Source: an optimization exercise on an open RTL-to-GDS flow (aim: small area). Production flows keep margins and buffers that such runs may drop.
Only simulation tests tie the RTL to the original design; equivalence was not proved.
The flow treats the clock pin as an ideal source. Dropping or thinning the clock tree relies on that and would not hold on a real chip.
No activity file was given, so power comes from the tool's default toggle rates.

build 48:
// Car_Alarm_System_S
module Car_Alarm_System_S (
input Brake_depressed_switch , Hidden_switch , Ignition_switch , Driver_door , Passenger_door ,Clock, System_reset,
output Fuel_pump_power , Siren , Status_indicator
);
  wire rst, ig, brk, hid, dd, pd;
  Debouncer D1 (Clock, System_reset, rst);
  Debouncer D2 (Clock, Ignition_switch, ig);
  Debouncer D3 (Clock, Brake_depressed_switch, brk);
  Debouncer D4 (Clock, Hidden_switch, hid);
  Debouncer D5 (Clock, Driver_door, dd);
  Debouncer D6 (Clock, Passenger_door, pd);
  reg fp_q;
  assign Fuel_pump_power = ~rst & ig & ((brk & hid) | fp_q);
  always @(posedge Clock) fp_q <= Fuel_pump_power;
  localparam Armed = 3'b000, Triggered = 3'b010, Sound_Alarm = 3'b011, Disarmed = 3'b001, Ignition_off = 3'b101, Door_open = 3'b110, Door_close = 3'b100, Alarm_on = 3'b111;
  reg [2:0] state, next_state;
  reg [1:0] cls;
  reg start, drv;
  reg expired;
  wire tick;
  wire door = dd | pd;
  always @(*) begin
    case (state)
      Armed:        next_state = ig ? Disarmed : door ? Triggered : Armed;
      Triggered:    next_state = ig ? Disarmed : expired ? Sound_Alarm : Triggered;
      Sound_Alarm:  next_state = (~door | ig) ? Alarm_on : Sound_Alarm;
      Alarm_on:     next_state = ~expired ? Alarm_on : ~door ? Armed : ig ? Disarmed : Alarm_on;
      Disarmed:     next_state = ig ? Disarmed : Ignition_off;
      Ignition_off: next_state = dd ? Door_open : Ignition_off;
      Door_open:    next_state = ~door ? Door_close : Door_open;
      default:      next_state = expired ? Armed : door ? Door_open : Door_close;
    endcase
  end
  always @(posedge Clock) begin
    state <= rst ? Armed : next_state;
    case (state)
      Armed:                 cls <= 2'b01;
      Triggered:             cls <= 2'b10;
      Sound_Alarm, Alarm_on: cls <= 2'b11;
      default:               cls <= 2'b00;
    endcase
    start <= (state == Armed & ~ig & door) | (state == Sound_Alarm & (~door | ig)) |
             (state == Door_open & ~door);
    drv <= dd;
  end
  assign Siren = cls[1] & cls[0];
  ...
For scale: about 320 cells after synthesis, roughly 110 flip-flops, roughly 10 I/O pins, roughly 3300 sq um of cells after synthesis.
Settings: LEC_CHECK=0, CAP_MARGIN=20, CORE_MARGIN=2, CORE_UTILIZATION=70, SLEW_MARGIN=20; clock period 10.0 ns.
standard.sh (not shown) runs the stock make flow with config.mk's settings and CLKGATE_MAP_FILE= SYNTH_SCRIPT=/design/flow/synth_recipe.tcl, a recipe that flattens the netlist after the stock synthesis.
==> flow/flow/run.sh <==
#!/bin/bash
# Standard ORFS layout on the standard synthesis, except:
#  - port buffers are buf_1 (the smallest buffer);
#  - after CTS, the clock tree is rebuilt as three clkbuf_16 leaf buffers fed by
#    the clock port (flow/post_cts.tcl), a balanced one-level tree.
set -euo pipefail
export CTS_ARGS="-sink_clustering_enable -repair_clock_nets -dont_use_dummy_load -buf_list sky130_fd_sc_hd__clkbuf_8 -root_buf sky130_fd_sc_hd__clkbuf_8"
export BUFFER_PORTS_ARGS="-buffer_cell sky130_fd_sc_hd__buf_1"
export POST_CTS_TCL="$PWD/flow/post_cts.tcl"
bash standard.sh finish > standard_make.log 2>&1
==> flow/flow/post_cts.tcl <==
# Sourced by ORFS's cts.tcl after clock_tree_synthesis (POST_CTS_TCL): replaces
# the H-tree by three large leaf buffers driven by the clock port, each driving
# one cluster of flip-flops, then legalizes the new buffers.
source [file join [file dirname [info script]] tree.tcl]
rebuild_clock_tree 3 sky130_fd_sc_hd__clkbuf_16
detailed_placement
check_placement -verbose
estimate_parasitics -placement
report_clock_skew
Other scripts of this flow, unchanged in this note and not shown: flow/flow/tree.tcl
Build 48 finished all stages; the layout is clean.
Changes in build 63 relative to build 48:
==> flow/flow/run.sh <==
#!/bin/bash
set -euo pipefail
WORK="$PWD"
RES="$WORK/orfs/results/${FLOW_PLATFORM}/Car_Alarm_System_S/base"
export CTS_ARGS="-sink_clustering_enable -repair_clock_nets -dont_use_dummy_load -buf_list sky130_fd_sc_hd__clkbuf_8 -root_buf sky130_fd_sc_hd__clkbuf_8"
export BUFFER_PORTS_ARGS="-buffer_cell sky130_fd_sc_hd__buf_1"
export POST_CTS_TCL="$WORK/flow/post_cts.tcl"

bash standard.sh synth > standard_synth.log 2>&1

cp "$RES/1_2_yosys.v" "$WORK/standard_1_2_yosys.v"
LIB="$FLOW_HOME/platforms/${FLOW_PLATFORM}/lib/sky130_fd_sc_hd__tt_025C_1v80.lib" \
NETLIST_IN="$WORK/standard_1_2_yosys.v" NETLIST_OUT="$WORK/remapped.v" \
ABC_SCRIPT="$WORK/flow/area.abc" \
  "$FLOW_HOME/../tools/install/yosys/bin/yosys" -c "$WORK/flow/remap.tcl" > remap.log 2>&1
cp "$WORK/remapped.v" "$RES/1_2_yosys.v"
rm -f "$RES/1_synth.odb" "$RES/1_synth.sdc"

bash standard.sh finish > standard_finish.log 2>&1
==> flow/flow/area.abc (new file) <==
strash
&get -n
&fraig -x
&put
scorr
dc2
strash
&get -n
&dch -f
&nf -R 1000
&put
strash
&get -n
&dch -f
&nf -R 1000
&put
==> flow/flow/remap.tcl (new file) <==
# Re-maps the combinational logic of the standard synthesis netlist for
# area. The flip-flops are kept as they are (same instances, names and cells):
# their cell modules are kept as hierarchy, so only the logic between them is
# flattened and given to ABC.
yosys -import
set lib $::env(LIB)
set top $::env(FLOW_TOP)
read_liberty -ignore_miss_func $lib
read_verilog $::env(NETLIST_IN)
hierarchy -top $top
setattr -mod -set keep_hierarchy 1 sky130_fd_sc_hd__dfxtp_1 sky130_fd_sc_hd__edfxtp_1
flatten
opt_clean
abc -liberty $lib -dont_use sky130_fd_sc_hd__lpflow* -dont_use sky130_fd_sc_hd__probe* -script $::env(ABC_SCRIPT)
opt_clean -purge
hilomap -singleton -hicell sky130_fd_sc_hd__conb_1 HI -locell sky130_fd_sc_hd__conb_1 LO
splitnets
opt_clean -purge
tee -o $::env(NETLIST_OUT).stat stat -liberty $lib
select $top
write_verilog -noattr -nohex -nodec -selected $::env(NETLIST_OUT)
## What came out
Combinational power share ends up higher on build 48.
Setup slack in build 63 is larger than in build 48.
Sort build 63 and build 48 by utilization of the core after routing, descending, and build 63 comes first.
Looking at total power, build 63 sits 1.1% below build 48.
Diff build 48 -> build 63 | wire length | decrease of about 7%
Final layout net count on build 63 is down relative to build 48.
In build 63 the fraction of area in multi-input gates turned out 1.6 points lower than in build 48.
Taking build 48 as the reference, in build 63 fraction of area in registers rose 2.0 points, total length of routed met2 wires fell 180 microns.
Modified inputs, build 79 compared to build 63
==> flow/flow/run.sh <==
#!/bin/bash
# Standard ORFS layout on the standard synthesis, except:
#  - port buffers are buf_1 (the smallest buffer);
#  - after CTS, the clock tree is rebuilt as four clkbuf_16 leaf buffers fed by
#    the clock port (flow/post_cts.tcl), a balanced one-level tree.
set -euo pipefail
export CTS_ARGS="-sink_clustering_enable -repair_clock_nets -dont_use_dummy_load -buf_list sky130_fd_sc_hd__clkbuf_8 -root_buf sky130_fd_sc_hd__clkbuf_8"
export BUFFER_PORTS_ARGS="-buffer_cell sky130_fd_sc_hd__buf_1"
export POST_CTS_TCL="$PWD/flow/post_cts.tcl"
bash standard.sh finish > standard_make.log 2>&1
==> flow/flow/post_cts.tcl <==
# Sourced by ORFS's cts.tcl after clock_tree_synthesis (POST_CTS_TCL): replaces
# the H-tree by four large leaf buffers driven by the clock port, each driving
# one cluster of flip-flops, then legalizes the new buffers.
source [file join [file dirname [info script]] tree.tcl]
rebuild_clock_tree 4 sky130_fd_sc_hd__clkbuf_16
detailed_placement
check_placement -verbose
estimate_parasitics -placement
report_clock_skew
removed: flow/flow/area.abc
removed: flow/flow/remap.tcl
==> run notes <==
Across build 63 and build 79, none had a timing, DRC or antenna violation.
Looking at worst hold slack, build 79 sits below build 63.
On build 79: sequential share of layout area is 2.4 points lower than what build 63 gave.
Changes observed in build 79 relative to build 63: total power after layout saw an increase; worst hold path depth comparable; combinational power now sits higher.
Compared build 63 against build 79; switching part of the total power within noise.
Reported for build 63 and build 79, number of antenna violations at the first check in global routing turned out identical to the last digit.
Area growth from synthesis to layout essentially unchanged between build 63 and build 79.
Changes observed in build 79 relative to build 63: final cell area excluding filler cells saw an increase, clock share of power has increased.
No run of this note takes its clock network from TritonCTS; it comes from the design's own scripts or RTL.

separate check: timing with driven ports:
The flow's constraints put no driver on any port. The routed layouts listed below were extracted and timed again, unchanged, in two steps. Step 1 sets driving cells, clkbuf_16 on the clock port and buf_2 on the other inputs (assumed; they add their load-dependent delay and slew). Step 2 moves the port delays by t, midway between the first and last clock arrival at a register: inputs arrive t later, outputs are due t later. That takes back most of the time a late clock gives input paths. Slacks: ideal ports / drivers / drivers and shift; pairs: ideal ports / drivers.
| run | t (ns) | setup slack, ns | hold WS [ns] | worst slew at a driven data input, ns |
|---|---|---|---|---|
| build 48 | 0.233 | 6.756 / 6.698 / 6.866 | 0.381 / 0.381 / 0.381 | 0.03 |
| build 63 | 0.227 | 6.771 / 6.713 / 6.848 | 0.376 / 0.376 / 0.376 | 0.03 |
| build 79 | 0.228 | 6.792 / 6.719 / 6.857 | 0.364 / 0.364 / 0.364 | 0.03 |
After both steps setup and hold are still met in every run listed.
